Context: an optimization exercise on an open-source flow, tuned for small area and a short achievable clock period. The choices shown serve that exercise and are no tape-out recipe. Function was checked by simulation only, so behaviour that the tests miss may differ from the original. Power and IR drop assume default switching activity.

$ cat design/flow/standard.sh
#!/bin/bash
# synth_recipe.tcl (not shown) runs the flow's synth.tcl, then flattens the netlist and writes it again
# the make line also repeats each setting of config.mk as NAME=value (left out here)
make -C /OpenROAD-flow-scripts/flow DESIGN_CONFIG=/design/flow/config.mk WORK_HOME=/design/flow/orfs CLKGATE_MAP_FILE= SYNTH_SCRIPT=/design/flow/synth_recipe.tcl "${@:-finish}"
$ cat design/flow/flow/abc.script
strash
dch
map -B 0.9
topo
stime -c
buffer -c
upsize -c
dnsize -c
$ cat design/flow/flow/cts_args.txt
-sink_clustering_enable -repair_clock_nets -dont_use_dummy_load -buf_list {sky130_fd_sc_hd__clkbuf_4 sky130_fd_sc_hd__clkbuf_8}
$ cat design/flow/flow/no_adder_map
$ cat design/flow/constraint.sdc
create_clock -name core_clock -period 8.0 [get_ports {clk}]
set_input_delay 1.6000 -clock core_clock [delete_from_list [all_inputs] [get_ports {clk}]]
set_output_delay 1.6000 -clock core_clock [all_outputs]
set_load 0.01 [all_outputs]
$ cat design/flow/design.v
module cpu(
input [15:0] instruction,
input [15:0] memIn,
input reset,
input clk,
output [15:0] memOut,
output reg writeM,
output [15:0] memAddress,
output reg [15:0] pc);
reg [15:0] regA;
reg        aInR;
reg [15:0] regD;
reg [15:0] R;       
wire [15:0] A = aInR ? R : regA;
assign memOut = R;
assign memAddress = regA;
wire isC = instruction[15];
wire [6:0] comp = instruction[12:6];
wire a  = comp[6];
wire zx = comp[5];
wire nx = comp[4];
wire zy = comp[3];
wire ny = comp[2];
wire f  = comp[1];
wire no = comp[0];
reg valid;
always @* begin
    case (comp)
        7'b0101010, 7'b0111111, 7'b0111010, 7'b0001100, 7'b0110000, 7'b1110000,
        7'b0001101, 7'b0110001, 7'b1110001, 7'b0001111, 7'b0110011, 7'b1110011,
        7'b0011111, 7'b0110111, 7'b1110111, 7'b0001110, 7'b0110010, 7'b1110010,
        7'b0000010, 7'b1000010, 7'b0010011, 7'b1010011, 7'b0000111, 7'b1000111,
        7'b0000000, 7'b1000000, 7'b0010101, 7'b1010101: valid = 1'b1;
        default: valid = 1'b0;
    endcase
end
wire vC = (valid & isC) | reset;    
wire nxo = (nx ^ no) & ~reset;
wire nyo = (ny ^ no) & ~reset;
wire kx = ~zx & ~reset;
wire ky = ~zy & ~reset;
wire aM = a & ~reset;
wire [15:0] x = (regD & {16{kx}}) ^ {16{nxo}};
wire [15:0] y = aM ? (memIn ^ {16{nyo}}) : ((A & {16{ky}}) ^ {16{nyo}});
wire [15:0] p = x ^ y;
wire [15:0] h = x & y;
wire [15:0] g = h & {16{f}};    
wire cin = f & no & ~reset;
wire [15:0] gg = {g[14:0], cin};
wire [15:0] pp = {p[14:0], 1'b0};
wire [15:0] G1, P1, G2, P2, G3, P3, C;
genvar i;
generate
    for (i = 0; i < 16; i = i + 1) begin : pf
        if (i % 2 == 1) begin
            assign G1[i] = gg[i] | (pp[i] & gg[i-1]);
            assign P1[i] = pp[i] & pp[i-1];
        end else begin
            assign G1[i] = gg[i];
            assign P1[i] = pp[i];
        end
        if (i % 4 >= 2) begin
            assign G2[i] = G1[i] | (P1[i] & G1[i - i % 4 + 1]);
            assign P2[i] = P1[i] & P1[i - i % 4 + 1];
        end else begin
            assign G2[i] = G1[i];
            assign P2[i] = P1[i];
        end
        if (i % 8 >= 4) begin
            assign G3[i] = G2[i] | (P2[i] & G2[i - i % 8 + 3]);
            assign P3[i] = P2[i] & P2[i - i % 8 + 3];
        end else begin
            assign G3[i] = G2[i];
            assign P3[i] = P2[i];
        end
        if (i >= 8) begin
            assign C[i] = G3[i] | (P3[i] & G3[7]);
        end else begin
            assign C[i] = G3[i];
        end
    end
endgenerate
wire fo = f | no;
wire [15:0] q = (p & {16{fo}}) | (h & {16{~f}});
wire [15:0] r = vC ? (q ^ C) : R;
wire s = C[15] ? (vC ? ~q[15] : R[15]) : (vC ? q[15] : R[15]);
wire [15:0] t = x | y;
wire zA = &(p ~^ {t[14:0], cin});
wire zr = vC ? (f ? zA : ~|q) : ~|R;
wire [2:0] j = instruction[2:0];
wire jmp = isC & ((j[2] & s) | (j[1] & zr) | (j[0] & ~s & ~zr));
always @(posedge clk) begin
    R <= r;
    if (reset || (isC && instruction[4])) regD <= r;
    if (reset) begin
        aInR <= 1'b1;       
        pc <= 16'd0;
        writeM <= 1'b0;
    end else begin
        aInR <= isC & instruction[5];
        pc <= jmp ? A : pc + 16'd1;
        writeM <= isC & instruction[3];
    end
    regA <= isC ? A : {1'b0, instruction[14:0]};
end
endmodule
$ cat design/flow/config.mk
export PLATFORM = sky130hd
export DESIGN_NAME = cpu
export DESIGN_NICKNAME = cpu
export VERILOG_FILES = /design/flow/design.v
export SDC_FILE = /design/flow/constraint.sdc
export NUM_CORES = 4
export LEC_CHECK = 0
export CAP_MARGIN = 20
export CORE_MARGIN = 2
export CORE_UTILIZATION = 40
export SETUP_SLACK_MARGIN = 3.8
export SLEW_MARGIN = 20
$ cat design/flow/flow/run.sh
#!/bin/bash
# Layout flow: the standard flow (standard.sh) with these changes:
#  - ports are buffered with the cell named in flow/port_buf.txt
#    (default sky130_fd_sc_hd__buf_2) instead of the delay buffers that
#    buffer_ports picks by default; every port still gets its buffer;
#  - clock tree synthesis runs with the arguments in flow/cts_args.txt
#    (default: ORFS's, without dummy loads);
#  - if flow/abc.script exists, the standard synthesis maps the logic with
#    that ABC script instead of ORFS's abc_speed.script, and if
#    flow/no_adder_map exists it leaves adders to ABC instead of mapping
#    them to the library's half and full adder cells. Nothing else in the
#    synthesis changes, so the registers are the standard synthesis's.
# Every tool's output goes to ORFS's logs under orfs/logs; make's own output
# goes to flow.log here.
set -euo pipefail
here=$(pwd)
cp standard.sh standard_sh.log
extra=""
if [[ -f flow/no_adder_map ]]; then extra="ADDER_MAP_FILE="; fi
if [[ -f flow/abc.script ]]; then
  cp flow/abc.script "$here/my_abc.script"
  {
    head -n 1 synth_recipe.tcl
    cat <<'EOT'
proc abc {args} {
  set i [lsearch -exact $args -script]
  if { $i >= 0 } { lset args [expr {$i + 1}] $::env(FLOW_ABC_SCRIPT) }
  yosys abc {*}$args
}
EOT
    tail -n +2 synth_recipe.tcl
  } > "$here/my_synth.tcl"
  export FLOW_ABC_SCRIPT="$here/my_abc.script"
  sed -e "s#SYNTH_SCRIPT=[^ ]*#SYNTH_SCRIPT=$here/my_synth.tcl $extra#" standard.sh > my_standard.sh
else
  sed -e "s#SYNTH_SCRIPT=\([^ ]*\)#SYNTH_SCRIPT=\1 $extra#" standard.sh > my_standard.sh
fi
portbuf=sky130_fd_sc_hd__buf_2
if [[ -f flow/port_buf.txt ]]; then portbuf=$(cat flow/port_buf.txt); fi
export BUFFER_PORTS_ARGS="-buffer_cell $portbuf"
if [[ -f flow/cts_args.txt ]]; then
  export CTS_ARGS="$(cat flow/cts_args.txt)"
else
  export CTS_ARGS="-sink_clustering_enable -repair_clock_nets -dont_use_dummy_load"
fi
bash my_standard.sh > flow.log 2>&1
==> report_table.html, run 1 <==
<table>
<tr><th>Metric</th><th>Value</th></tr>
<tr><th colspan="2">GRT</th></tr>
<tr><td>Overflow left after global routing</td><td>0</td></tr>
<tr><td>Global-route wire length before repair</td><td>28500 um</td></tr>
<tr><td>Initial antenna violation count</td><td>0</td></tr>
<tr><td>Via count of the first global-routing pass</td><td>5199</td></tr>
<tr><td>All-Layer GR Usage</td><td>26.3%</td></tr>
<tr><td>Largest net degree at the start of global routing</td><td>57</td></tr>
<tr><th colspan="2">Synth</th></tr>
<tr><td>Leading post-synthesis cells by cell area</td><td>sky130_fd_sc_hd__nand2_1 (24%), sky130_fd_sc_hd__dfxtp_1 (19%), sky130_fd_sc_hd__edfxtp_1 (9.2%), sky130_fd_sc_hd__nand3_1 (9.0%), sky130_fd_sc_hd__nor2_1 (6.2%)</td></tr>
<tr><td>Post-synth ARST share</td><td>0%</td></tr>
<tr><td>Number of enable-type register cells in the synthesized netlist</td><td>16</td></tr>
<tr><td>Most used flip-flop cell after synthesis</td><td>sky130_fd_sc_hd__dfxtp_1</td></tr>
<tr><td>Synthesized Nets</td><td>905</td></tr>
<tr><td>Gate count after technology mapping</td><td>871</td></tr>
<tr><td>Synthesis-stage register bit count</td><td>66</td></tr>
<tr><td>Number of distinct library cells after synthesis</td><td>43</td></tr>
<tr><td>Leading cell types by count after synthesis</td><td>sky130_fd_sc_hd__nand2_1 (336), sky130_fd_sc_hd__nand3_1 (94), sky130_fd_sc_hd__nor2_1 (86)</td></tr>
<tr><td>Cell taking the most area after synthesis</td><td>sky130_fd_sc_hd__nand2_1</td></tr>
<tr><td>Most common cell in the synthesized netlist</td><td>sky130_fd_sc_hd__nand2_1</td></tr>
<tr><td>Share of Yosys cell area claimed by the top area cell type</td><td>24.1%</td></tr>
<tr><td>Average cell area after synthesis</td><td>6.01 um^2</td></tr>
<tr><td>Count of yosys warnings during synthesis</td><td>1</td></tr>
<tr><td>Proportion of synthesized chip area in sequential cells</td><td>28.3%</td></tr>
<tr><td>Mapped cell area</td><td>0.00524 mm^2</td></tr>
<tr><th colspan="2">Critical path</th></tr>
<tr><td>Worst Path Required</td><td>8090 ps</td></tr>
<tr><td>Largest fanout on the critical path</td><td>6</td></tr>
<tr><td>Start of the worst register-to-register path</td><td>aInR$_SDFF_PP1_</td></tr>
<tr><td>Arr. time, crit path</td><td>4120 ps</td></tr>
<tr><td>Critical Setup Path Class</td><td>input pin to register</td></tr>
<tr><td>CP endpoint kind</td><td>register</td></tr>
<tr><td>First element of the critical path</td><td>instruction[12]</td></tr>
<tr><td>CP startpoint kind</td><td>input pin</td></tr>
<tr><th colspan="2">Clock tree</th></tr>
<tr><td>Insertion delay to the later sink of the worst-skew pair</td><td>370 ps</td></tr>
<tr><td>TritonCTS clock tree</td><td>done</td></tr>
<tr><td>Number of buffers created by CTS</td><td>9</td></tr>
<tr><td>Clock transition at the register clock pins on the worst setup and hold paths after CTS</td><td>50 ps</td></tr>
<tr><td>TritonCTS Sinks</td><td>66</td></tr>
<tr><td>H-tree levels</td><td>3</td></tr>
<tr><td>Clock tree root buffer cell</td><td>sky130_fd_sc_hd__clkbuf_8</td></tr>
<tr><td>Maximum number of buffers from clock root to sink</td><td>2</td></tr>
<tr><th colspan="2">Timing</th></tr>
<tr><td>Transition time of the tightest slew-check pin</td><td>568 ps</td></tr>
<tr><td>Max-slew violation count</td><td>0</td></tr>
<tr><td>Crit path time final</td><td>4040 ps</td></tr>
<tr><td>Headroom to the max-slew limit</td><td>62.1%</td></tr>
<tr><td>Highest achievable clock rate</td><td>248 MHz</td></tr>
<tr><td>Finish-stage setup viols</td><td>0</td></tr>
<tr><td>Worst clock skew</td><td>29.2 ps</td></tr>
<tr><td>Number of hold violations in the final report</td><td>0</td></tr>
<tr><td>Final Cycle Share</td><td>50.5%</td></tr>
<tr><td>Post-route worst hold slack</td><td>519 ps</td></tr>
<tr><td>RSZ-0062 raised after global routing</td><td>yes</td></tr>
<tr><td>Summed negative setup slack over all endpoints</td><td>0 ps</td></tr>
<tr><th colspan="2">Finish</th></tr>
<tr><td>Post-Route Utilization</td><td>49.2%</td></tr>
<tr><td>Fill count</td><td>1377</td></tr>
<tr><td>Layout Nets</td><td>999</td></tr>
<tr><td>Area taken by flip-flops and latches</td><td>0.00148 mm^2</td></tr>
<tr><td>Fraction of final layout cells with drive strength greater than 1</td><td>20.2%</td></tr>
<tr><td>Multi-input gate area in the final layout</td><td>0.00341 mm^2</td></tr>
<tr><td>Count of antenna diodes in the layout</td><td>0</td></tr>
<tr><td>Summed area of non-filler cells in the final layout</td><td>0.00626 mm^2</td></tr>
<tr><td>Area added between synthesis and finish</td><td>19.6%</td></tr>
<tr><th colspan="2">Floorplanning</th></tr>
<tr><td>Die area</td><td>0.0140 mm^2</td></tr>
<tr><td>Core area</td><td>0.0127 mm^2</td></tr>
<tr><td>Starting density of the core</td><td>41.1%</td></tr>
<tr><td>Height of the die</td><td>118 um</td></tr>
<tr><td>Horizontal extent of the die</td><td>118 um</td></tr>
<tr><td>Cell row count</td><td>41</td></tr>
<tr><td>Io pins</td><td>83</td></tr>
<tr><th colspan="2">Worst hold path</th></tr>
<tr><td>Hold Crit Class</td><td>register to register</td></tr>
<tr><td>Startpoint of the tightest hold check path</td><td>R[14]$_DFF_P_</td></tr>
<tr><th colspan="2">Placed design</th></tr>
<tr><td>IO Port Bufs</td><td>82</td></tr>
<tr><td>Post-DP HPWL</td><td>13300 um</td></tr>
<tr><td>Gpl congestion</td><td>0.943</td></tr>
<tr><td>Placed Area</td><td>0.00568 mm^2</td></tr>
<tr><th colspan="2">Detailed routing</th></tr>
<tr><td>Total via count after detailed routing</td><td>5917</td></tr>
<tr><td>1st-iter DRT viols</td><td>712</td></tr>
<tr><td>Routed wire length per instance</td><td>17.0 um</td></tr>
<tr><td>Detail-routed via count per cell</td><td>5.21</td></tr>
<tr><td>Count of antenna-violating nets left after detailed routing</td><td>0</td></tr>
<tr><td>Number of detailed-route iterations in the first pass</td><td>5</td></tr>
<tr><td>Routed wire length</td><td>19300 um</td></tr>
<tr><td>DRC</td><td>0</td></tr>
<tr><th colspan="2">Pwr</th></tr>
<tr><td>Leakage power figure</td><td>3.30 nW</td></tr>
<tr><td>Total Power Consumption</td><td>0.00119 W</td></tr>
<tr><td>Maximum vdd drop</td><td>127 uV</td></tr>
<tr><td>Power per standard cell area</td><td>189 mW/mm^2</td></tr>
<tr><th colspan="2">Run status</th></tr>
<tr><td>Status</td><td>finished clean</td></tr>
<tr><th colspan="2">Run</th></tr>
<tr><td>Maximum capacitance violations</td><td>0</td></tr>
</table>
repair_timing:
action                     CTS  global route
pin swaps                    1            11
resized for setup            9            31
hold buffers                 0             0
setup endpoints to repair   21            29
cloned                       3             5
buffers inserted             2            19
stage by stage:
stage | std cells | worst slack [ps]
2_1_floorplan | 871 | 4260
3_3_place_gp | 1097 | 3010
3_5_place_dp | 1097 | 2900
4_1_cts | 1111 | 3820
5_1_grt | 1135 | 3770
6_report | 1135 | 3960
worst max-delay path: stages:
cell                      delay, ps
sky130_fd_sc_hd__buf_2          120
sky130_fd_sc_hd__inv_2          120
sky130_fd_sc_hd__nand2_1        100
sky130_fd_sc_hd__nor2_4         200
sky130_fd_sc_hd__buf_4          140
sky130_fd_sc_hd__nand2_1        100
sky130_fd_sc_hd__nand3_1        110
sky130_fd_sc_hd__nand3_1        190
sky130_fd_sc_hd__nand3_1        160
sky130_fd_sc_hd__nand2_1         90
sky130_fd_sc_hd__nand2_1         70
sky130_fd_sc_hd__nand2_1         70
sky130_fd_sc_hd__nand2_1         70
sky130_fd_sc_hd__nand2_2        110
sky130_fd_sc_hd__nand2_1         80
sky130_fd_sc_hd__nand3_1        130
sky130_fd_sc_hd__nand2_1         90
sky130_fd_sc_hd__nand2_1         80
sky130_fd_sc_hd__nand2_1         70
sky130_fd_sc_hd__nand2_1         60
sky130_fd_sc_hd__xor2_1         140
sky130_fd_sc_hd__nand2_1        110
sky130_fd_sc_hd__nand2_1         80
worst paths after layout:
kind	to	slack [ps]	cells after the start
max	regD[14]$_DFFE_PP_	3960	23
min	R[14]$_DFF_P_	520	2
max reg2reg	regD[14]$_DFFE_PP_	4740	22
min reg2reg	R[14]$_DFF_P_	520	2
logic make-up (layout without fill, tap and decap cells):
| kind of cell | after synthesis | in the layout | synth area share, % |
|---|---|---|---|
| AOI/OAI and AO/OA | 87 | 88 | 9.30 |
| xor gates and xnor gates | 26 | 26 | 4.64 |
| buffers and inverters | 119 | 205 | 10.3 |
| DFF | 66 | 66 | 28.3 |
| and+or+nand+nor | 573 | 578 | 47.5 |
where the power goes:
group / internal, W / switching (W) / leakage, nW
Combinational: 0.000171 / 0.000330 / 2.66
Sequential: 0.000409 / 0.0000544 / 0.583
Clock: 0.000100 / 0.000122 / 0.0647
Total: 0.000680 / 0.000506 / 3.30
cell type report:
cell class,count,area share [%]
multi-input combinational,692,54.5
sequential,66,23.7
timing repair buffer,106,10.6
inverter,88,5.61
tap,172,3.44
clock buffer,9,1.98
timing repair inverter,2,0.220
flip-flops by register name, summed over array words and instances, names as in the netlist:
name,flops
regD,16
R,16
pc,16
writeM,1
aInR,1
regA,16
metal layers:
layer	track usage (%)	vias up	routed length [um]
met5	0	-	0
met4	6.99	0	388
met3	5.02	26	1690
met2	40.2	224	8400
met1	37.8	2692	8810
li1	-	2975	-
placed cells by master, fill, tap and decap left out, types with 5 or more instances in the layout:
master and count:
sky130_fd_sc_hd__nor2_2 10, sky130_fd_sc_hd__inv_2 8, sky130_fd_sc_hd__buf_12 5, sky130_fd_sc_hd__o21ai_0 48
sky130_fd_sc_hd__nand2_2 15, sky130_fd_sc_hd__nand3_4 6, sky130_fd_sc_hd__nand3_2 15, sky130_fd_sc_hd__buf_2 80
sky130_fd_sc_hd__edfxtp_1 16, sky130_fd_sc_hd__xnor2_1 11, sky130_fd_sc_hd__nand2_1 328, sky130_fd_sc_hd__nor2_1 85
sky130_fd_sc_hd__nand4_1 7, sky130_fd_sc_hd__a21oi_1 19, sky130_fd_sc_hd__dfxtp_1 50, sky130_fd_sc_hd__xor2_1 13
sky130_fd_sc_hd__inv_1 77, sky130_fd_sc_hd__buf_4 18, sky130_fd_sc_hd__nand2_4 6, sky130_fd_sc_hd__nand3_1 90
sky130_fd_sc_hd__clkbuf_8 9
==> run 2: changes to the inputs <==
--- a/design/flow/config.mk
+++ b/design/flow/config.mk
@@ -9,4 +9,4 @@
 export CORE_MARGIN = 2
 export CORE_UTILIZATION = 40
-export SETUP_SLACK_MARGIN = 3.8
+export SETUP_SLACK_MARGIN = 3.5
 export SLEW_MARGIN = 20
==> report_table.html, run 2 <==
<table>
<tr><th>Metric</th><th>Value</th></tr>
<tr><th colspan="2">Synth</th></tr>
<tr><td>Gate count after technology mapping</td><td>871 (unchanged)</td></tr>
<tr><td>Number of enable-type register cells in the synthesized netlist</td><td>16 (unchanged)</td></tr>
<tr><td>Most common cell in the synthesized netlist</td><td>sky130_fd_sc_hd__nand2_1</td></tr>
<tr><td>Leading post-synthesis cells by cell area</td><td>sky130_fd_sc_hd__nand2_1 (24%), sky130_fd_sc_hd__dfxtp_1 (19%), sky130_fd_sc_hd__edfxtp_1 (9.2%), sky130_fd_sc_hd__nand3_1 (9.0%), sky130_fd_sc_hd__nor2_1 (6.2%)</td></tr>
<tr><td>Proportion of synthesized chip area in sequential cells</td><td>28.3% (unchanged)</td></tr>
<tr><td>Number of distinct library cells after synthesis</td><td>43 (unchanged)</td></tr>
<tr><td>Most used flip-flop cell after synthesis</td><td>sky130_fd_sc_hd__dfxtp_1</td></tr>
<tr><td>Average cell area after synthesis</td><td>6.01 um^2 (unchanged)</td></tr>
<tr><td>Share of Yosys cell area claimed by the top area cell type</td><td>24.1% (unchanged)</td></tr>
<tr><td>Post-synth ARST share</td><td>0% (unchanged)</td></tr>
<tr><td>Mapped cell area</td><td>0.00524 mm^2 (unchanged)</td></tr>
<tr><td>Synthesized Nets</td><td>905 (unchanged)</td></tr>
<tr><td>Synthesis-stage register bit count</td><td>66 (unchanged)</td></tr>
<tr><td>Leading cell types by count after synthesis</td><td>sky130_fd_sc_hd__nand2_1 (336), sky130_fd_sc_hd__nand3_1 (94), sky130_fd_sc_hd__nor2_1 (86)</td></tr>
<tr><td>Count of yosys warnings during synthesis</td><td>1 (unchanged)</td></tr>
<tr><td>Cell taking the most area after synthesis</td><td>sky130_fd_sc_hd__nand2_1</td></tr>
<tr><th colspan="2">Timing</th></tr>
<tr><td>Number of hold violations in the final report</td><td>0 (unchanged)</td></tr>
<tr><td>Max-slew violation count</td><td>0 (unchanged)</td></tr>
<tr><td>Highest achievable clock rate</td><td>236 MHz (-4.9%)</td></tr>
<tr><td>Worst clock skew</td><td>28.4 ps (-0.765 ps)</td></tr>
<tr><td>Crit path time final</td><td>4250 ps (+207 ps)</td></tr>
<tr><td>Summed negative setup slack over all endpoints</td><td>0 ps (unchanged)</td></tr>
<tr><td>Final Cycle Share</td><td>53.1% (+2.6 points)</td></tr>
<tr><td>Transition time of the tightest slew-check pin</td><td>560 ps (-8.40 ps)</td></tr>
<tr><td>Headroom to the max-slew limit</td><td>62.6% (+0.56 points)</td></tr>
<tr><td>Finish-stage setup viols</td><td>0 (unchanged)</td></tr>
<tr><td>RSZ-0062 raised after global routing</td><td>no</td></tr>
<tr><th colspan="2">Placed design</th></tr>
<tr><td>Gpl congestion</td><td>0.943 (unchanged)</td></tr>
<tr><td>IO Port Bufs</td><td>82 (unchanged)</td></tr>
<tr><td>Number of instances in the placed design</td><td>1097 (unchanged)</td></tr>
<tr><td>Post-DP HPWL</td><td>13300 um (unchanged)</td></tr>
<tr><th colspan="2">GRT</th></tr>
<tr><td>Global-route wire length before repair</td><td>27700 um (-3.1%)</td></tr>
<tr><td>Largest net degree at the start of global routing</td><td>57 (unchanged)</td></tr>
<tr><td>Via count of the first global-routing pass</td><td>5101 (-1.9%)</td></tr>
<tr><td>Overflow left after global routing</td><td>0 (unchanged)</td></tr>
<tr><td>All-Layer GR Usage</td><td>25.3% (-1.0 points)</td></tr>
<tr><td>Initial antenna violation count</td><td>0 (unchanged)</td></tr>
<tr><th colspan="2">Run</th></tr>
<tr><td>Maximum capacitance violations</td><td>0 (unchanged)</td></tr>
<tr><th colspan="2">Detailed routing</th></tr>
<tr><td>Number of detailed-route iterations in the first pass</td><td>5 (unchanged)</td></tr>
<tr><td>Total via count after detailed routing</td><td>5740 (-3.0%)</td></tr>
<tr><td>DRC</td><td>0 (unchanged)</td></tr>
<tr><td>Routed wire length per instance</td><td>16.4 um (-3.5%)</td></tr>
<tr><td>1st-iter DRT viols</td><td>578 (-19%)</td></tr>
<tr><td>Detail-routed via count per cell</td><td>5.17 (-0.90%)</td></tr>
<tr><td>Count of antenna-violating nets left after detailed routing</td><td>0 (unchanged)</td></tr>
<tr><td>Routed wire length</td><td>18200 um (-5.6%)</td></tr>
<tr><th colspan="2">Clock tree</th></tr>
<tr><td>H-tree levels</td><td>3 (unchanged)</td></tr>
<tr><td>Number of buffers created by CTS</td><td>9 (unchanged)</td></tr>
<tr><td>Clock transition at the register clock pins on the worst setup and hold paths after CTS</td><td>60 ps (about the same)</td></tr>
<tr><td>Post-CTS Hold Fix Bufs</td><td>0 (unchanged)</td></tr>
<tr><td>TritonCTS clock tree</td><td>done</td></tr>
<tr><td>TritonCTS Sinks</td><td>66 (unchanged)</td></tr>
<tr><td>Clock tree root buffer cell</td><td>sky130_fd_sc_hd__clkbuf_8</td></tr>
<tr><td>Maximum number of buffers from clock root to sink</td><td>2 (unchanged)</td></tr>
<tr><td>Insertion delay to the later sink of the worst-skew pair</td><td>370 ps (about the same)</td></tr>
<tr><th colspan="2">Floorplanning</th></tr>
<tr><td>Die area</td><td>0.0140 mm^2 (unchanged)</td></tr>
<tr><td>Io pins</td><td>83 (unchanged)</td></tr>
<tr><td>Starting density of the core</td><td>41.1% (unchanged)</td></tr>
<tr><td>Cell row count</td><td>41 (unchanged)</td></tr>
<tr><td>Core area</td><td>0.0127 mm^2 (unchanged)</td></tr>
<tr><td>Height of the die</td><td>118 um (unchanged)</td></tr>
<tr><td>Horizontal extent of the die</td><td>118 um (unchanged)</td></tr>
<tr><th colspan="2">Finish</th></tr>
<tr><td>Area added between synthesis and finish</td><td>12.6%</td></tr>
<tr><td>Commonest cells after routing, fill and taps aside</td><td>sky130_fd_sc_hd__nand2_1 (336), sky130_fd_sc_hd__nand3_1 (94), sky130_fd_sc_hd__nor2_1 (86)</td></tr>
<tr><td>Layout Nets</td><td>975 (-2.4%)</td></tr>
<tr><td>Count of antenna diodes in the layout</td><td>0 (unchanged)</td></tr>
<tr><td>Number of standard cells in the final layout excluding fillers</td><td>1111 (-2.1%)</td></tr>
<tr><td>Fraction of final layout cells with drive strength greater than 1</td><td>16.4% (-3.8 points)</td></tr>
<tr><td>Most common library cell in the layout ignoring fill and taps</td><td>sky130_fd_sc_hd__nand2_1</td></tr>
<tr><td>Post-Route Utilization</td><td>46.3% (-2.9 points)</td></tr>
<tr><th colspan="2">Run status</th></tr>
<tr><td>Status</td><td>finished clean</td></tr>
<tr><th colspan="2">Pwr</th></tr>
<tr><td>Maximum vdd drop</td><td>127 uV (-0.11%)</td></tr>
<tr><td>Leakage power figure</td><td>3.13 nW (-5.3%)</td></tr>
<tr><td>Power per standard cell area</td><td>195 mW/mm^2 (+3.0%)</td></tr>
<tr><th colspan="2">Worst hold path</th></tr>
<tr><td>Hold Crit Class</td><td>register to register</td></tr>
<tr><th colspan="2">Critical path</th></tr>
<tr><td>Critical Setup Path Class</td><td>input pin to register</td></tr>
<tr><td>CP startpoint kind</td><td>input pin</td></tr>
<tr><td>Largest fanout on the critical path</td><td>26 (+20)</td></tr>
<tr><td>Worst Path Required</td><td>8250 ps (+160 ps)</td></tr>
<tr><td>Arr. time, crit path</td><td>4500 ps (+380 ps)</td></tr>
<tr><td>CP endpoint kind</td><td>register</td></tr>
</table>
==> run 2: cell counts after synthesis <==
Identical to the previous run, type by type.
==> run 2: critical path, stage by stage <==
cell and delay, ps:
sky130_fd_sc_hd__buf_2 390, sky130_fd_sc_hd__inv_6 200, sky130_fd_sc_hd__nand3_4 300, sky130_fd_sc_hd__xor2_1 290
sky130_fd_sc_hd__nand3_1 190, sky130_fd_sc_hd__nand3_1 130, sky130_fd_sc_hd__nand2_1 100, sky130_fd_sc_hd__nor2_1 130
sky130_fd_sc_hd__nand2_1 60, sky130_fd_sc_hd__nor2_1 140, sky130_fd_sc_hd__nand3_1 90, sky130_fd_sc_hd__nand3_1 130
sky130_fd_sc_hd__nand3_1 210, sky130_fd_sc_hd__nand3_4 300, sky130_fd_sc_hd__nand3_1 100, sky130_fd_sc_hd__nand2_1 70
sky130_fd_sc_hd__nor2_1 40
==> run 2: logic make-up after synthesis <==
group | synth area share (%)
DFF | 28.3
AOI/OAI and AO/OA | 9.30
buffers and inverters | 10.3
xor gates and xnor gates | 4.64
and+or+nand+nor | 47.5
==> run 2: area by class of cell <==
| type | count | area (um^2) |
|---|---|---|
| flip-flops and latches | 66 | 1480 |
| repair inverters | 1 | 5.00 |
| repair buffers | 87 | 464 |
| multi-input cells | 688 | 3260 |
| inverters | 88 | 342 |
| clock buffers | 9 | 124 |
| fillers | 1417 | 6830 |
| well taps | 172 | 215 |
==> run 2: final timing paths <==
kind | start | endpoint | slack (ps) | cells after the start
setup / recovery | reset | pc[1]$_SDFF_PP0_ | 3750 | 17
setup reg to reg | aInR$_SDFF_PP1_ | pc[1]$_SDFF_PP0_ | 4680 | 20
hold / removal | R[14]$_DFF_P_ | R[14]$_DFF_P_ | 520 | 2
hold reg to reg | R[14]$_DFF_P_ | R[14]$_DFF_P_ | 520 | 2
==> run 2: layer usage <==
| metal | vias to the layer above | global-route usage [%] | part of all wire, % |
|---|---|---|---|
| met2 | 225 | 38.5 | 43 |
| met1 | 2577 | 36.4 | 47 |
| met5 | - | 0 | 0 |
| met3 | 26 | 4.97 | 7.8 |
| met4 | 0 | 6.70 | 2.3 |
| li1 | 2912 | - | - |
==> run 2: power by group <==
part / switching [W] / internal [W] / total, W
clock: 0.000121 / 0.000100 / 0.000222
combinational: 0.000313 / 0.000153 / 0.000466
sequential: 0.0000539 / 0.000409 / 0.000463
total: 0.000488 / 0.000662 / 0.00115
==> run 2: metrics by stage <==
stage / worst slack [ps] / cell area [um^2] / power, W / hold WS [ps]
after floorplan: 4260 / 5240 / 0.000772 / 514
after global placement: 3010 / 5680 / 0.000918 / 512
after detailed placement: 2900 / 5680 / 0.000917 / 513
after CTS: 3500 / 5800 / 0.00114 / 519
after global routing: 3520 / 5890 / 0.00123 / 556
final: 3750 / 5890 / 0.00115 / 520
==> run 2: timing repair <==
item / CTS / global route
buffers inserted: 0 / 2
gates resized for setup: 1 / 8
gates cloned: 0 / 3
pin swaps: 0 / 2
setup endpoints to repair: 16 / 21
==> run 3: changes to the inputs <==
==> design/flow/flow/abc.script (replaced) <==
strash
dch
map -D 2000
topo
stime -c
buffer -c
upsize -c -D 2000
dnsize -c -D 2000
--- a/design/flow/config.mk
+++ b/design/flow/config.mk
@@ -9,4 +9,4 @@
 export CORE_MARGIN = 2
 export CORE_UTILIZATION = 40
-export SETUP_SLACK_MARGIN = 3.5
+export SETUP_SLACK_MARGIN = 3.6
 export SLEW_MARGIN = 20
==> report_table.html, run 3 <==
<table>
<tr><th>Metric</th><th>Value</th></tr>
<tr><th colspan="2">Synth</th></tr>
<tr><td>Synthesized Nets</td><td>662 (-27%)</td></tr>
<tr><td>Count of yosys warnings during synthesis</td><td>1 (unchanged)</td></tr>
<tr><td>Leading post-synthesis cells by cell area</td><td>sky130_fd_sc_hd__dfxtp_1 (22%), sky130_fd_sc_hd__edfxtp_1 (11%), sky130_fd_sc_hd__nand2_1 (11%), sky130_fd_sc_hd__nor2_1 (5.9%), sky130_fd_sc_hd__o21ai_0 (5.6%)</td></tr>
<tr><td>Gate count after technology mapping</td><td>628 (-28%)</td></tr>
<tr><td>Leading cell types by count after synthesis</td><td>sky130_fd_sc_hd__nand2_1 (128), sky130_fd_sc_hd__nor2_1 (72), sky130_fd_sc_hd__inv_1 (60)</td></tr>
<tr><td>Share of Yosys cell area claimed by the top area cell type</td><td>21.9% (-2.2 points)</td></tr>
<tr><td>Mapped cell area</td><td>0.00457 mm^2 (-13%)</td></tr>
<tr><td>Most used flip-flop cell after synthesis</td><td>sky130_fd_sc_hd__dfxtp_1</td></tr>
<tr><td>Number of enable-type register cells in the synthesized netlist</td><td>16 (unchanged)</td></tr>
<tr><td>Post-synth ARST share</td><td>0% (unchanged)</td></tr>
<tr><td>Most common cell in the synthesized netlist</td><td>sky130_fd_sc_hd__nand2_1</td></tr>
<tr><td>Proportion of synthesized chip area in sequential cells</td><td>32.4% (+4.1 points)</td></tr>
<tr><td>Cell taking the most area after synthesis</td><td>sky130_fd_sc_hd__dfxtp_1</td></tr>
<tr><td>Number of distinct library cells after synthesis</td><td>59 (+37%)</td></tr>
<tr><td>Average cell area after synthesis</td><td>7.27 um^2 (+21%)</td></tr>
<tr><td>Synthesis-stage register bit count</td><td>66 (unchanged)</td></tr>
<tr><th colspan="2">Critical path</th></tr>
<tr><td>CP endpoint kind</td><td>register</td></tr>
<tr><td>Delay contributed by the slowest stage of the critical path</td><td>270 ps (-120 ps)</td></tr>
<tr><td>Critical Setup Path Class</td><td>input pin to register</td></tr>
<tr><td>Arr. time, crit path</td><td>4560 ps (+60 ps)</td></tr>
<tr><td>Worst Path Required</td><td>8240 ps (about the same)</td></tr>
<tr><td>CP startpoint kind</td><td>input pin</td></tr>
<tr><td>Cells along the critical path</td><td>clkbuf_4 -&gt; xor2_4 -&gt; nand2_8 -&gt; and2_1 -&gt; o21bai_4 -&gt; nand2_2 -&gt; o22ai_4 -&gt; nand2_2 -&gt; o21ai_2 -&gt; nand2_4 -&gt; nor2_4 -&gt; o211ai_4 -&gt; nand2_4 -&gt; nand3_2 -&gt; nand3b_1 -&gt; nand4_4 -&gt; a31oi_4 -&gt; buf_12 -&gt; nand2_1 -&gt; o211a_1</td></tr>
<tr><td>Slowest CP cell</td><td>sky130_fd_sc_hd__a31oi_4</td></tr>
<tr><td>CP top delay family</td><td>simple AND/OR/NAND/NOR gates</td></tr>
<tr><td>Buf+Inv Stages, Crit Path</td><td>2 (unchanged)</td></tr>
<tr><td>Largest fanout on the critical path</td><td>12 (-54%)</td></tr>
<tr><th colspan="2">Finish</th></tr>
<tr><td>Fill count</td><td>1028 (-27%)</td></tr>
<tr><td>Layout Nets</td><td>786 (-19%)</td></tr>
<tr><td>Count of antenna diodes in the layout</td><td>0 (unchanged)</td></tr>
<tr><td>Area added between synthesis and finish</td><td>36.8%</td></tr>
<tr><td>Most common library cell in the layout ignoring fill and taps</td><td>sky130_fd_sc_hd__nand2_1</td></tr>
<tr><td>Summed area of non-filler cells in the final layout</td><td>0.00625 mm^2 (+6.0%)</td></tr>
<tr><td>Fraction of final layout cells with drive strength greater than 1</td><td>35.3% (+19 points)</td></tr>
<tr><td>Multi-input gate area in the final layout</td><td>0.00325 mm^2 (-0.31%)</td></tr>
<tr><td>Commonest cells after routing, fill and taps aside</td><td>sky130_fd_sc_hd__nand2_1 (111), sky130_fd_sc_hd__buf_2 (78), sky130_fd_sc_hd__nor2_1 (64)</td></tr>
<tr><td>Area taken by flip-flops and latches</td><td>0.00148 mm^2 (unchanged)</td></tr>
<tr><td>Number of standard cells in the final layout excluding fillers</td><td>893 (-20%)</td></tr>
<tr><th colspan="2">Timing</th></tr>
<tr><td>Finish-stage setup viols</td><td>0 (unchanged)</td></tr>
<tr><td>Highest achievable clock rate</td><td>232 MHz (-1.6%)</td></tr>
<tr><td>Summed negative setup slack over all endpoints</td><td>0 ps (unchanged)</td></tr>
<tr><td>Number of hold violations in the final report</td><td>0 (unchanged)</td></tr>
<tr><td>Worst clock skew</td><td>14.5 ps (-14.0 ps)</td></tr>
<tr><td>Max-slew violation count</td><td>0 (unchanged)</td></tr>
<tr><td>Headroom to the max-slew limit</td><td>28.1% (-35 points)</td></tr>
<tr><td>Crit path time final</td><td>4310 ps (+67.3 ps)</td></tr>
<tr><td>RSZ-0062 raised after global routing</td><td>no</td></tr>
<tr><td>Transition time of the tightest slew-check pin</td><td>1080 ps (+517 ps)</td></tr>
<tr><td>Final Cycle Share</td><td>53.9% (+0.84 points)</td></tr>
<tr><th colspan="2">Floorplanning</th></tr>
<tr><td>Core area</td><td>0.0113 mm^2 (-11%)</td></tr>
<tr><td>Die area</td><td>0.0123 mm^2 (-12%)</td></tr>
<tr><td>Height of the die</td><td>111 um (-6.4%)</td></tr>
<tr><td>Io pins</td><td>83 (unchanged)</td></tr>
<tr><td>Cell row count</td><td>39 (-4.9%)</td></tr>
<tr><td>Horizontal extent of the die</td><td>111 um (-6.4%)</td></tr>
<tr><td>Starting density of the core</td><td>40.5% (-0.63 points)</td></tr>
<tr><th colspan="2">GRT</th></tr>
<tr><td>Via count of the first global-routing pass</td><td>4652 (-8.8%)</td></tr>
<tr><td>Initial antenna violation count</td><td>0 (unchanged)</td></tr>
<tr><td>All-Layer GR Usage</td><td>25.8% (+0.50 points)</td></tr>
<tr><td>Global-route wire length before repair</td><td>24900 um (-10%)</td></tr>
<tr><td>Overflow left after global routing</td><td>0 (unchanged)</td></tr>
<tr><td>Largest net degree at the start of global routing</td><td>35 (-39%)</td></tr>
<tr><th colspan="2">Detailed routing</th></tr>
<tr><td>Routed wire length per instance</td><td>18.4 um (+12%)</td></tr>
<tr><td>Routed wire length</td><td>16500 um (-9.7%)</td></tr>
<tr><td>Detail-routed via count per cell</td><td>5.54 (+7.3%)</td></tr>
<tr><td>1st-iter DRT viols</td><td>354 (-39%)</td></tr>
<tr><td>Number of detailed-route iterations in the first pass</td><td>5 (unchanged)</td></tr>
<tr><td>DRC</td><td>0 (unchanged)</td></tr>
<tr><td>Count of antenna-violating nets left after detailed routing</td><td>0 (unchanged)</td></tr>
<tr><td>Total via count after detailed routing</td><td>4951 (-14%)</td></tr>
<tr><th colspan="2">Run</th></tr>
<tr><td>Maximum capacitance violations</td><td>0 (unchanged)</td></tr>
<tr><th colspan="2">Clock tree</th></tr>
<tr><td>Clock tree root buffer cell</td><td>sky130_fd_sc_hd__clkbuf_8</td></tr>
<tr><td>Post-CTS Hold Fix Bufs</td><td>0 (unchanged)</td></tr>
<tr><td>Maximum number of buffers from clock root to sink</td><td>2 (unchanged)</td></tr>
<tr><td>TritonCTS clock tree</td><td>done</td></tr>
<tr><td>H-tree levels</td><td>3 (unchanged)</td></tr>
<tr><td>TritonCTS Sinks</td><td>66 (unchanged)</td></tr>
<tr><td>Insertion delay to the later sink of the worst-skew pair</td><td>350 ps (-20 ps)</td></tr>
<tr><td>Number of buffers created by CTS</td><td>9 (unchanged)</td></tr>
<tr><td>Clock transition at the register clock pins on the worst setup and hold paths after CTS</td><td>70 ps (about the same)</td></tr>
<tr><th colspan="2">Pwr</th></tr>
<tr><td>Power per standard cell area</td><td>212 mW/mm^2 (+8.9%)</td></tr>
<tr><td>Leakage power figure</td><td>2.76 nW (-12%)</td></tr>
<tr><td>Maximum vdd drop</td><td>111 uV (-12%)</td></tr>
<tr><th colspan="2">Placed design</th></tr>
<tr><td>Placed Area</td><td>0.00501 mm^2 (-12%)</td></tr>
<tr><td>Number of instances in the placed design</td><td>829 (-24%)</td></tr>
<tr><td>Post-DP HPWL</td><td>10900 um (-18%)</td></tr>
<tr><td>Gpl congestion</td><td>0.935 (-0.82%)</td></tr>
<tr><td>IO Port Bufs</td><td>82 (unchanged)</td></tr>
<tr><th colspan="2">Run status</th></tr>
<tr><td>Status</td><td>finished clean</td></tr>
<tr><th colspan="2">Worst hold path</th></tr>
<tr><td>Hold Crit Class</td><td>register to register</td></tr>
</table>
[run 3: cell count changes after synthesis, sizes merged, moves of 17 or more]
cell   change
inv       -22
nor2      -24
nand2    -214
o22ai     +17
o21ai     +23
xnor2     +17
nand3     -94
[run 3: logic make-up (layout without fill, tap and decap cells)]
kind of cell / after synthesis / count (layout) / share of synthesized area (%)
AOI/OAI and AO/OA: 158 / 159 / 22.5
DFF: 66 / 66 / 32.4
muxes: 8 / 8 / 1.75
and+or+nand+nor: 251 / 252 / 23.8
buffers and inverters: 92 / 212 / 8.99
xor gates and xnor gates: 53 / 53 / 10.5
[run 3: path summary, 6_finish.rpt]
check,startpoint,end,slack [ps],cells past startpoint
setup / recovery,instruction[8],pc[4]$_SDFF_PP0_,3690,20
setup reg to reg,aInR$_SDFF_PP1_,pc[4]$_SDFF_PP0_,3890,16
hold / removal,R[13]$_DFF_P_,R[13]$_DFF_P_,510,2
hold reg to reg,R[13]$_DFF_P_,R[13]$_DFF_P_,510,2
[run 3: tightest hold or removal path, delay by kind of cell, from the launching register on]
family | cells | cell delay [ps]
AOI/OAI and AO/OA | 1 | 70
and+or+nand+nor | 1 | 70
DFF | 1 | 330
[run 3: area by class of cell]
type	count	share of cell area (%)
multi-input combinational	472	52.1
timing repair buffer	134	14.6
tap	143	2.86
timing repair inverter	3	0.340
clock buffer	9	1.98
sequential	66	23.7
inverter	66	4.41
[run 3: repair_timing]
item | in CTS | in global routing
buffers inserted | 12 | 37
gates resized for setup | 32 | 113
gates cloned | 4 | 2
endpoints found under the setup margin | 41 | 28
pin swaps | 5 | 45
endpoints found under the hold margin | 0 | 0
[run 3: power by group]
group | switching (W) | internal, W
sequential | 0.0000584 | 0.000422
clock | 0.000121 | 0.000100
combinational | 0.000382 | 0.000244
total | 0.000561 | 0.000766
[run 3: stage by stage]
stage	hold slack [ps]	total power, W	utilization, %	worst slack, ps
6_report	515	0.00133	55.4	3690
5_1_grt	558	0.00140	55.4	3560
4_1_cts	514	0.00122	48.3	3590
3_5_place_dp	506	0.000962	44.4	1910
3_3_place_gp	500	0.000958	44.4	1970
2_1_floorplan	514	0.000804	-	3830
[run 3: per-layer routing]
layer  GRT usage (%)  vias to the layer above  wire [um]
met2            42.6                      226       7930
met4            8.75                        0        550
met1            33.9                     2342       6860
met5               0                        -          0
met3            4.98                       38       1120
li1                -                     2345          -
==> run 4: changes to the inputs <==
==> design/flow/flow/abc.script (replaced) <==
strash
dch
map -B 0.9
topo
stime -c
buffer -c
upsize -c
dnsize -c
==> design/flow/flow/cts_args.txt (replaced) <==
-sink_clustering_enable -repair_clock_nets -dont_use_dummy_load -sink_clustering_size 24 -sink_clustering_max_diameter 80 -buf_list {sky130_fd_sc_hd__clkbuf_4 sky130_fd_sc_hd__clkbuf_8}
==> design/flow/flow/port_buf.txt (new file) <==
sky130_fd_sc_hd__buf_1
--- a/design/flow/config.mk
+++ b/design/flow/config.mk
@@ -8,5 +8,5 @@
 export CAP_MARGIN = 20
 export CORE_MARGIN = 2
-export CORE_UTILIZATION = 40
-export SETUP_SLACK_MARGIN = 3.6
+export CORE_UTILIZATION = 65
+export SETUP_SLACK_MARGIN = 3.8
 export SLEW_MARGIN = 20
==> report_table.html, run 4 <==
<table>
<tr><th>Metric</th><th>Value</th></tr>
<tr><th colspan="2">Synth</th></tr>
<tr><td>Proportion of synthesized chip area in sequential cells</td><td>28.3% (-4.1 points)</td></tr>
<tr><td>Gate count after technology mapping</td><td>871 (+39%)</td></tr>
<tr><td>Synthesized Nets</td><td>905 (+37%)</td></tr>
<tr><td>Leading cell types by count after synthesis</td><td>sky130_fd_sc_hd__nand2_1 (336), sky130_fd_sc_hd__nand3_1 (94), sky130_fd_sc_hd__nor2_1 (86)</td></tr>
<tr><td>Count of yosys warnings during synthesis</td><td>1 (unchanged)</td></tr>
<tr><td>Mapped cell area</td><td>0.00524 mm^2 (+15%)</td></tr>
<tr><td>Average cell area after synthesis</td><td>6.01 um^2 (-17%)</td></tr>
<tr><td>Cell taking the most area after synthesis</td><td>sky130_fd_sc_hd__nand2_1</td></tr>
<tr><td>Number of distinct library cells after synthesis</td><td>43 (-27%)</td></tr>
<tr><td>Most used flip-flop cell after synthesis</td><td>sky130_fd_sc_hd__dfxtp_1</td></tr>
<tr><td>Share of Yosys cell area claimed by the top area cell type</td><td>24.1% (+2.2 points)</td></tr>
<tr><td>Synthesis-stage register bit count</td><td>66 (unchanged)</td></tr>
<tr><td>Leading post-synthesis cells by cell area</td><td>sky130_fd_sc_hd__nand2_1 (24%), sky130_fd_sc_hd__dfxtp_1 (19%), sky130_fd_sc_hd__edfxtp_1 (9.2%), sky130_fd_sc_hd__nand3_1 (9.0%), sky130_fd_sc_hd__nor2_1 (6.2%)</td></tr>
<tr><td>Number of enable-type register cells in the synthesized netlist</td><td>16 (unchanged)</td></tr>
<tr><td>Post-synth ARST share</td><td>0% (unchanged)</td></tr>
<tr><td>Most common cell in the synthesized netlist</td><td>sky130_fd_sc_hd__nand2_1</td></tr>
<tr><th colspan="2">Clock tree</th></tr>
<tr><td>TritonCTS Sinks</td><td>66 (unchanged)</td></tr>
<tr><td>H-tree levels</td><td>3 (unchanged)</td></tr>
<tr><td>Maximum number of buffers from clock root to sink</td><td>2 (unchanged)</td></tr>
<tr><td>Insertion delay to the later sink of the worst-skew pair</td><td>340 ps (about the same)</td></tr>
<tr><td>Clock tree root buffer cell</td><td>sky130_fd_sc_hd__clkbuf_8</td></tr>
<tr><td>Clock transition at the register clock pins on the worst setup and hold paths after CTS</td><td>70 ps (about the same)</td></tr>
<tr><td>Number of buffers created by CTS</td><td>9 (unchanged)</td></tr>
<tr><td>TritonCTS clock tree</td><td>done</td></tr>
<tr><td>Post-CTS Hold Fix Bufs</td><td>0 (unchanged)</td></tr>
<tr><th colspan="2">Timing</th></tr>
<tr><td>Post-route worst hold slack</td><td>551 ps (+36.6 ps)</td></tr>
<tr><td>Headroom to the max-slew limit</td><td>55.1% (+27 points)</td></tr>
<tr><td>Crit path time final</td><td>4160 ps (-153 ps)</td></tr>
<tr><td>Transition time of the tightest slew-check pin</td><td>672 ps (-405 ps)</td></tr>
<tr><td>Number of hold violations in the final report</td><td>0 (unchanged)</td></tr>
<tr><td>Final Cycle Share</td><td>52.0% (-1.9 points)</td></tr>
<tr><td>RSZ-0062 raised after global routing</td><td>no</td></tr>
<tr><td>Worst clock skew</td><td>19.2 ps (+4.76 ps)</td></tr>
<tr><td>Highest achievable clock rate</td><td>240 MHz (+3.7%)</td></tr>
<tr><td>Finish-stage setup viols</td><td>0 (unchanged)</td></tr>
<tr><td>Max-slew violation count</td><td>0 (unchanged)</td></tr>
<tr><td>Summed negative setup slack over all endpoints</td><td>0 ps (unchanged)</td></tr>
<tr><th colspan="2">Pwr</th></tr>
<tr><td>Fraction of power consumed by combinational cells</td><td>42.3% (-4.8 points)</td></tr>
<tr><td>Net switching share of the total power</td><td>42.5% (+0.19 points)</td></tr>
<tr><td>Switching power of the nets</td><td>0.000493 W (-12%)</td></tr>
<tr><td>Internal portion of total power</td><td>0.000668 W (-13%)</td></tr>
<tr><td>Power per standard cell area</td><td>193 mW/mm^2 (-9.3%)</td></tr>
<tr><td>Total Power Consumption</td><td>0.00116 W (-13%)</td></tr>
<tr><td>Maximum vdd drop</td><td>155 uV (+39%)</td></tr>
<tr><td>Proportion of power drawn by flip-flops and latches</td><td>39.9% (+3.7 points)</td></tr>
<tr><td>Leakage power figure</td><td>3.03 nW (+9.7%)</td></tr>
<tr><td>Clock Power Share</td><td>17.8% (+1.1 points)</td></tr>
<tr><th colspan="2">Detailed routing</th></tr>
<tr><td>Total via count after detailed routing</td><td>6306 (+27%)</td></tr>
<tr><td>Routed wire length</td><td>18400 um (+12%)</td></tr>
<tr><td>Number of detailed-route iterations in the first pass</td><td>6 (+1)</td></tr>
<tr><td>Count of antenna-violating nets left after detailed routing</td><td>0 (unchanged)</td></tr>
<tr><td>Routed wire length per instance</td><td>17.3 um (-6.0%)</td></tr>
<tr><td>Detail-routed via count per cell</td><td>5.94 (+7.1%)</td></tr>
<tr><td>1st-iter DRT viols</td><td>698 (+97%)</td></tr>
<tr><td>DRC</td><td>0 (unchanged)</td></tr>
<tr><th colspan="2">GRT</th></tr>
<tr><td>All-Layer GR Usage</td><td>38.9% (+13 points)</td></tr>
<tr><td>Via count of the first global-routing pass</td><td>5447 (+17%)</td></tr>
<tr><td>Initial antenna violation count</td><td>0 (unchanged)</td></tr>
<tr><td>Global-route wire length before repair</td><td>26600 um (+6.7%)</td></tr>
<tr><td>Largest net degree at the start of global routing</td><td>57 (+63%)</td></tr>
<tr><td>Overflow left after global routing</td><td>0 (unchanged)</td></tr>
<tr><th colspan="2">Critical path</th></tr>
<tr><td>Arr. time, crit path</td><td>4430 ps (-130 ps)</td></tr>
<tr><td>Termination of the worst setup path</td><td>pc[5]$_SDFF_PP0_</td></tr>
<tr><td>First element of the critical path</td><td>instruction[10]</td></tr>
<tr><td>Minimum setup slack among reg-to-reg paths</td><td>4360 ps (+470 ps)</td></tr>
<tr><td>Worst Path Required</td><td>8270 ps (+30 ps)</td></tr>
<tr><td>R2R depth</td><td>21 (+5)</td></tr>
<tr><td>Critical Setup Path Class</td><td>input pin to register</td></tr>
<tr><td>Worst R2R End</td><td>pc[5]$_SDFF_PP0_</td></tr>
<tr><td>Largest fanout on the critical path</td><td>13 (+1)</td></tr>
<tr><td>CP startpoint kind</td><td>input pin</td></tr>
<tr><td>CP endpoint kind</td><td>register</td></tr>
<tr><td>Start of the worst register-to-register path</td><td>aInR$_SDFF_PP1_</td></tr>
<tr><th colspan="2">Floorplanning</th></tr>
<tr><td>Horizontal extent of the die</td><td>93.7 um (-15%)</td></tr>
<tr><td>Starting density of the core</td><td>67.4% (+27 points)</td></tr>
<tr><td>Height of the die</td><td>93.7 um (-15%)</td></tr>
<tr><td>Cell row count</td><td>32 (-18%)</td></tr>
<tr><td>Io pins</td><td>83 (unchanged)</td></tr>
<tr><td>Core area</td><td>0.00777 mm^2 (-31%)</td></tr>
<tr><td>Die area</td><td>0.00879 mm^2 (-28%)</td></tr>
<tr><th colspan="2">Finish</th></tr>
<tr><td>Post-Route Utilization</td><td>77.6% (+22 points)</td></tr>
<tr><td>Number of standard cells in the final layout excluding fillers</td><td>1062 (+19%)</td></tr>
<tr><td>Most common library cell in the layout ignoring fill and taps</td><td>sky130_fd_sc_hd__nand2_1</td></tr>
<tr><td>Commonest cells after routing, fill and taps aside</td><td>sky130_fd_sc_hd__nand2_1 (325), sky130_fd_sc_hd__nand3_1 (89), sky130_fd_sc_hd__nor2_1 (82)</td></tr>
<tr><td>Area added between synthesis and finish</td><td>15.1%</td></tr>
<tr><td>Layout Nets</td><td>996 (+27%)</td></tr>
<tr><td>Fraction of final layout cells with drive strength greater than 1</td><td>12.6% (-23 points)</td></tr>
<tr><td>Count of antenna diodes in the layout</td><td>0 (unchanged)</td></tr>
<tr><th colspan="2">Run</th></tr>
<tr><td>Maximum capacitance violations</td><td>0 (unchanged)</td></tr>
<tr><th colspan="2">Run status</th></tr>
<tr><td>Status</td><td>finished clean</td></tr>
<tr><th colspan="2">Placed design</th></tr>
<tr><td>Number of instances in the placed design</td><td>1027 (+24%)</td></tr>
<tr><td>Gpl congestion</td><td>0.977 (+4.5%)</td></tr>
<tr><td>IO Port Bufs</td><td>82 (unchanged)</td></tr>
<tr><td>Post-DP HPWL</td><td>12500 um (+14%)</td></tr>
<tr><th colspan="2">Worst hold path</th></tr>
<tr><td>Hold Crit Class</td><td>register to register</td></tr>
<tr><td>Worst hold path depth</td><td>2 (unchanged)</td></tr>
</table>
run 4: cell count changes in the layout (fill, tap and decap cells not counted), moves of 10 or more:
| cell | change |
|---|---|
| sky130_fd_sc_hd__buf_2 | -78 |
| sky130_fd_sc_hd__nand2_1 | +214 |
| sky130_fd_sc_hd__o21ai_1 | -17 |
| sky130_fd_sc_hd__a21oi_2 | -10 |
| sky130_fd_sc_hd__nor2_1 | +18 |
| sky130_fd_sc_hd__xnor2_1 | -10 |
| sky130_fd_sc_hd__nand3_1 | +81 |
| sky130_fd_sc_hd__buf_1 | +77 |
| sky130_fd_sc_hd__nand3_2 | +13 |
| sky130_fd_sc_hd__inv_1 | +21 |
| sky130_fd_sc_hd__buf_4 | -26 |
run 4: how the worst min path moves through the flow:
stage                              from             to  slack (ps)
after floorplan           R[14]$_DFF_P_  R[14]$_DFF_P_         510
after global placement    R[14]$_DFF_P_  R[14]$_DFF_P_         510
after detailed placement  R[14]$_DFF_P_  R[14]$_DFF_P_         540
after CTS                 R[14]$_DFF_P_  R[14]$_DFF_P_         550
after global routing      R[10]$_DFF_P_  R[10]$_DFF_P_         600
final                     R[14]$_DFF_P_  R[14]$_DFF_P_         550
run 4: kinds of logic after synthesis:
kind of cell / share of synthesized area, %
simple gates: 47.5
compound gates: 9.30
xor+xnor: 4.64
flops: 28.3
buf+inv: 10.3
run 4: timing repair:
item | CTS | global route
hold endpoints to repair | 0 | 0
gates cloned | 3 | 2
setup buffers | 3 | 18
pin swaps | 2 | 10
setup endpoints to repair | 34 | 24
resized for setup | 9 | 40
run 4: critical path, cell delays in order:
cell,delay [ps]
sky130_fd_sc_hd__clkbuf_2,130
sky130_fd_sc_hd__inv_2,170
sky130_fd_sc_hd__nand2_1,110
sky130_fd_sc_hd__nand2_2,300
sky130_fd_sc_hd__nor2_1,110
sky130_fd_sc_hd__nor2_1,140
sky130_fd_sc_hd__nand3_1,230
sky130_fd_sc_hd__nand3_1,130
sky130_fd_sc_hd__nand2_1,110
sky130_fd_sc_hd__nor2_1,130
sky130_fd_sc_hd__nand2_1,90
sky130_fd_sc_hd__nor2_1,150
sky130_fd_sc_hd__nand3_1,120
sky130_fd_sc_hd__nand3_2,120
sky130_fd_sc_hd__nand2_1,100
sky130_fd_sc_hd__nand2_4,130
sky130_fd_sc_hd__nand3_4,140
sky130_fd_sc_hd__buf_4,190
sky130_fd_sc_hd__nand3_1,60
sky130_fd_sc_hd__nand2_1,50
sky130_fd_sc_hd__nor2_1,100
run 4: final cells by class:
cell class	count	area [um^2]
Timing Repair Buffer	106	557
Clock buffer	9	124
Inverter	88	349
Sequential cell	66	1480
Tap cell	102	128
Timing Repair inverter	1	5.00
Fill cell	637	1740
Multi-Input combinational cell	690	3380
run 4: power by group through the flow:
stage	Combinational (W)	Clock (W)	Sequential (W)
6_report	0.000491	0.000207	0.000463
5_1_grt	0.000537	0.000220	0.000467
4_1_cts	0.000440	0.000208	0.000459
3_5_place_dp	0.000427	0	0.000465
3_3_place_gp	0.000419	0	0.000464
2_1_floorplan	0.000300	0	0.000472
run 4: per-layer routing:
layer | wire length [um] | track usage [%] | share of wire (%) | vias to the layer above
met5 | 0 | 0 | 0 | -
met4 | 722 | 14.3 | 3.9 | 0
met3 | 2390 | 9.87 | 13 | 73
met2 | 8240 | 62.0 | 45 | 444
met1 | 7040 | 51.1 | 38 | 2827
li1 | - | - | - | 2962
run 4: metrics by stage:
stage / setup slack, ps / instance area (um^2)
6_report: 3840 / 6030
5_1_grt: 3740 / 6030
4_1_cts: 3800 / 5710
3_5_place_dp: 2860 / 5490
3_3_place_gp: 2940 / 5490
2_1_floorplan: 4260 / 5240
==> run 5: changes to the inputs <==
--- a/design/flow/config.mk
+++ b/design/flow/config.mk
@@ -8,5 +8,6 @@
 export CAP_MARGIN = 20
 export CORE_MARGIN = 2
-export CORE_UTILIZATION = 65
+export CORE_UTILIZATION = 55
+export PLACE_DENSITY = 0.75
 export SETUP_SLACK_MARGIN = 3.8
 export SLEW_MARGIN = 20
==> report_table.html, run 5 <==
<table>
<tr><th>Metric</th><th>Value</th></tr>
<tr><th colspan="2">Worst hold path</th></tr>
<tr><td>Hold Crit Class</td><td>register to register</td></tr>
<tr><th colspan="2">Critical path</th></tr>
<tr><td>Start of the worst register-to-register path</td><td>aInR$_SDFF_PP1_</td></tr>
<tr><td>First element of the critical path</td><td>instruction[7]</td></tr>
<tr><td>CP endpoint kind</td><td>register</td></tr>
<tr><td>Critical Setup Path Class</td><td>input pin to register</td></tr>
<tr><td>Largest fanout on the critical path</td><td>22 (+9)</td></tr>
<tr><td>Worst R2R End</td><td>pc[1]$_SDFF_PP0_</td></tr>
<tr><td>Minimum setup slack among reg-to-reg paths</td><td>4570 ps (+210 ps)</td></tr>
<tr><td>Termination of the worst setup path</td><td>pc[1]$_SDFF_PP0_</td></tr>
<tr><td>Arr. time, crit path</td><td>4320 ps (-110 ps)</td></tr>
<tr><th colspan="2">Run status</th></tr>
<tr><td>Status</td><td>finished clean</td></tr>
<tr><th colspan="2">Clock tree</th></tr>
<tr><td>Maximum number of buffers from clock root to sink</td><td>2 (unchanged)</td></tr>
<tr><td>TritonCTS Sinks</td><td>66 (unchanged)</td></tr>
<tr><td>Insertion delay to the later sink of the worst-skew pair</td><td>340 ps (about the same)</td></tr>
<tr><td>H-tree levels</td><td>3 (unchanged)</td></tr>
<tr><td>TritonCTS clock tree</td><td>done</td></tr>
<tr><td>Clock transition at the register clock pins on the worst setup and hold paths after CTS</td><td>70 ps (about the same)</td></tr>
<tr><td>Post-CTS Hold Fix Bufs</td><td>0 (unchanged)</td></tr>
<tr><th colspan="2">GRT</th></tr>
<tr><td>Overflow left after global routing</td><td>0 (unchanged)</td></tr>
<tr><td>Global-route wire length before repair</td><td>26300 um (-0.88%)</td></tr>
<tr><td>Initial antenna violation count</td><td>0 (unchanged)</td></tr>
<tr><td>Largest net degree at the start of global routing</td><td>57 (unchanged)</td></tr>
<tr><th colspan="2">Detailed routing</th></tr>
<tr><td>Routed wire length</td><td>17800 um (-3.5%)</td></tr>
<tr><td>Routed wire length per instance</td><td>16.5 um (-5.0%)</td></tr>
<tr><td>1st-iter DRT viols</td><td>645 (-7.6%)</td></tr>
<tr><td>Total via count after detailed routing</td><td>6142 (-2.6%)</td></tr>
<tr><td>Count of antenna-violating nets left after detailed routing</td><td>0 (unchanged)</td></tr>
<tr><td>Number of detailed-route iterations in the first pass</td><td>7 (+1)</td></tr>
<tr><td>DRC</td><td>0 (unchanged)</td></tr>
<tr><th colspan="2">Pwr</th></tr>
<tr><td>Leakage power figure</td><td>2.98 nW (-1.5%)</td></tr>
<tr><td>Switching power of the nets</td><td>0.000492 W (-0.33%)</td></tr>
<tr><td>Fraction of power consumed by combinational cells</td><td>41.2% (-1.1 points)</td></tr>
<tr><td>Net switching share of the total power</td><td>42.7% (+0.21 points)</td></tr>
<tr><th colspan="2">Placed design</th></tr>
<tr><td>IO Port Bufs</td><td>82 (unchanged)</td></tr>
<tr><td>Post-DP HPWL</td><td>12600 um (+1.4%)</td></tr>
<tr><th colspan="2">Synth</th></tr>
<tr><td>Simple logic cell fraction of the synthesized area</td><td>47.5% (unchanged)</td></tr>
<tr><td>Post-synth ARST share</td><td>0% (unchanged)</td></tr>
<tr><td>Mux contribution to synthesized area</td><td>0% (unchanged)</td></tr>
<tr><td>Most common cell in the synthesized netlist</td><td>sky130_fd_sc_hd__nand2_1</td></tr>
<tr><td>Number of distinct library cells after synthesis</td><td>43 (unchanged)</td></tr>
<tr><td>Count of yosys warnings during synthesis</td><td>1 (unchanged)</td></tr>
<tr><td>Gate count after technology mapping</td><td>871 (unchanged)</td></tr>
<tr><td>Number of enable-type register cells in the synthesized netlist</td><td>16 (unchanged)</td></tr>
<tr><td>Share of Yosys cell area claimed by the top area cell type</td><td>24.1% (unchanged)</td></tr>
<tr><td>Synthesized Nets</td><td>905 (unchanged)</td></tr>
<tr><td>Xor and xnor fraction of the mapped netlist area</td><td>4.64% (unchanged)</td></tr>
<tr><td>Share of the synthesized area in compound gates (AO/OA/AOI/OAI)</td><td>9.30% (unchanged)</td></tr>
<tr><td>Largest family of logic cells by synthesized area</td><td>simple AND/OR/NAND/NOR gates</td></tr>
<tr><td>Average cell area after synthesis</td><td>6.01 um^2 (unchanged)</td></tr>
<tr><td>Leading cell types by count after synthesis</td><td>sky130_fd_sc_hd__nand2_1 (336), sky130_fd_sc_hd__nand3_1 (94), sky130_fd_sc_hd__nor2_1 (86)</td></tr>
<tr><td>Adder-cell share of the synthesized area</td><td>0% (unchanged)</td></tr>
<tr><td>Synthesis-stage register bit count</td><td>66 (unchanged)</td></tr>
<tr><th colspan="2">Run</th></tr>
<tr><td>Maximum capacitance violations</td><td>0 (unchanged)</td></tr>
<tr><th colspan="2">Timing</th></tr>
<tr><td>Summed negative setup slack over all endpoints</td><td>0 ps (unchanged)</td></tr>
<tr><td>Final Cycle Share</td><td>50.6% (-1.3 points)</td></tr>
<tr><td>Number of hold violations in the final report</td><td>0 (unchanged)</td></tr>
<tr><td>Highest achievable clock rate</td><td>247 MHz (+2.6%)</td></tr>
<tr><td>Headroom to the max-slew limit</td><td>59.9% (+4.8 points)</td></tr>
<tr><td>Transition time of the tightest slew-check pin</td><td>599 ps (-73.8 ps)</td></tr>
<tr><td>Crit path time final</td><td>4050 ps (-107 ps)</td></tr>
<tr><td>RSZ-0062 raised after global routing</td><td>no</td></tr>
<tr><td>Worst clock skew</td><td>25.4 ps (+6.17 ps)</td></tr>
<tr><td>Max-slew violation count</td><td>0 (unchanged)</td></tr>
<tr><th colspan="2">Floorplanning</th></tr>
<tr><td>Height of the die</td><td>102 um (+8.3%)</td></tr>
<tr><td>Die area</td><td>0.0103 mm^2 (+17%)</td></tr>
<tr><td>Io pins</td><td>83 (unchanged)</td></tr>
<tr><th colspan="2">Finish</th></tr>
<tr><td>Fraction of final layout cells with drive strength greater than 1</td><td>10.9% (-1.7 points)</td></tr>
<tr><td>Area added between synthesis and finish</td><td>14.1%</td></tr>
<tr><td>Layout Nets</td><td>986 (-1.0%)</td></tr>
<tr><td>Count of antenna diodes in the layout</td><td>0 (unchanged)</td></tr>
<tr><td>Most common library cell in the layout ignoring fill and taps</td><td>sky130_fd_sc_hd__nand2_1</td></tr>
</table>
==> run 5: layout make-up <==
class                      count  area, um^2
multi-input combinational    691        3390
fill                         874        3270
sequential                    66        1480
timing repair buffer          95         459
inverter                      88         352
tap                          129         161
clock buffer                   9         124
timing repair inverter         1        5.00
==> run 5: cell families after synthesis <==
| logic type | count (synthesis) |
|---|---|
| AND/OR/NAND/NOR | 573 |
| flip-flops | 66 |
| XOR/XNOR | 26 |
| buffers and inverters | 119 |
| AO/OA/AOI/OAI | 87 |
==> run 5: worst min-delay path by stage <==
stage | from | endpoint | slack, ps | cells past startpoint
6_report | R[14]$_DFF_P_ | R[14]$_DFF_P_ | 530 | 2
3_5_place_dp | R[14]$_DFF_P_ | R[14]$_DFF_P_ | 520 | 2
3_3_place_gp | R[14]$_DFF_P_ | R[14]$_DFF_P_ | 510 | 2
2_1_floorplan | R[14]$_DFF_P_ | R[14]$_DFF_P_ | 510 | 2
4_1_cts | R[14]$_DFF_P_ | R[14]$_DFF_P_ | 530 | 2
5_1_grt | R[14]$_DFF_P_ | R[14]$_DFF_P_ | 570 | 2
==> run 5: timing repair <==
action,4_1_cts,5_1_grt
buffers inserted,4,6
pin swaps,2,8
endpoints found under the setup margin,34,23
gates cloned,2,4
gates resized for setup,8,36
==> run 5: critical path, cell delays in order <==
cell and delay, ps:
sky130_fd_sc_hd__buf_1 70, sky130_fd_sc_hd__buf_4 220, sky130_fd_sc_hd__nor2_1 440, sky130_fd_sc_hd__inv_1 400
sky130_fd_sc_hd__nand3_1 190, sky130_fd_sc_hd__nand2_1 120, sky130_fd_sc_hd__nor2_1 130, sky130_fd_sc_hd__nand2_1 70
sky130_fd_sc_hd__nor2_1 110, sky130_fd_sc_hd__nand3_1 100, sky130_fd_sc_hd__nand3_2 120, sky130_fd_sc_hd__nand2_1 100
sky130_fd_sc_hd__nand2_4 150, sky130_fd_sc_hd__nand3_4 150, sky130_fd_sc_hd__nand3_1 120, sky130_fd_sc_hd__nand2_1 110
sky130_fd_sc_hd__nor2_1 90
==> run 5: stage by stage <==
step	hold WS (ps)	setup WS [ps]	total power (W)	utilization, %	cells
2_1_floorplan	514	4260	0.000772	-	871
3_3_place_gp	511	2820	0.000888	59.8	1054
3_5_place_dp	520	2750	0.000894	59.8	1054
4_1_cts	527	3780	0.00111	62.1	1069
5_1_grt	569	3790	0.00122	64.6	1079
6_report	530	3950	0.00115	64.6	1079
==> run 5: per-layer routing <==
layer | vias to the layer above | routed length (um) | GRT usage [%] | part of all wire [%]
met5 | - | 0 | 0 | 0
met2 | 328 | 7810 | 52.6 | 44
met4 | 0 | 672 | 13.0 | 3.8
met3 | 59 | 1730 | 4.28 | 9.8
li1 | 2943 | - | - | -
met1 | 2812 | 7530 | 45.3 | 42
==> run 5: power groups by stage <==
stage / clock network (W) / logic (W) / registers [W]
2_1_floorplan: 0 / 0.000300 / 0.000472
3_3_place_gp: 0 / 0.000421 / 0.000467
3_5_place_dp: 0 / 0.000426 / 0.000468
4_1_cts: 0.000216 / 0.000435 / 0.000461
5_1_grt: 0.000228 / 0.000524 / 0.000470
6_report: 0.000215 / 0.000474 / 0.000463

==> static timing again, ports no longer ideal <==
Ports are ideal in the flow. The routed layouts listed here were re-timed in OpenROAD.
Step 1: set_driving_cell puts a clkbuf_16 on clk and a buf_2 on each other input, an assumption about the parent block.
Step 2 also shifts input and output timing later by t, the mid clock arrival at the registers, as if the neighbouring blocks saw the same clock.
Slacks: no drivers / after step 1 / after step 2; pairs: no drivers / after step 1.
| run | shift t [ns] | slack for setup (ns) | hold WS [ns] |
|---|---|---|---|
| run 1 | 0.391 | 3.962 / 3.974 / 3.583 | 0.519 / 0.519 / 0.519 |
| run 2 | 0.393 | 3.755 / 3.768 / 3.374 | 0.520 / 0.520 / 0.520 |
| run 3 | 0.382 | 3.688 / 3.660 / 3.278 | 0.515 / 0.515 / 0.515 |
| run 4 | 0.354 | 3.841 / 3.845 / 3.491 | 0.551 / 0.551 / 0.551 |
| run 5 | 0.359 | 3.948 / 3.958 / 3.599 | 0.530 / 0.530 / 0.530 |
After both steps every run listed still meets setup and hold. The setup slack of run 3, which loses most, moves by -0.028 ns with the drivers and by -0.410 ns with both steps.
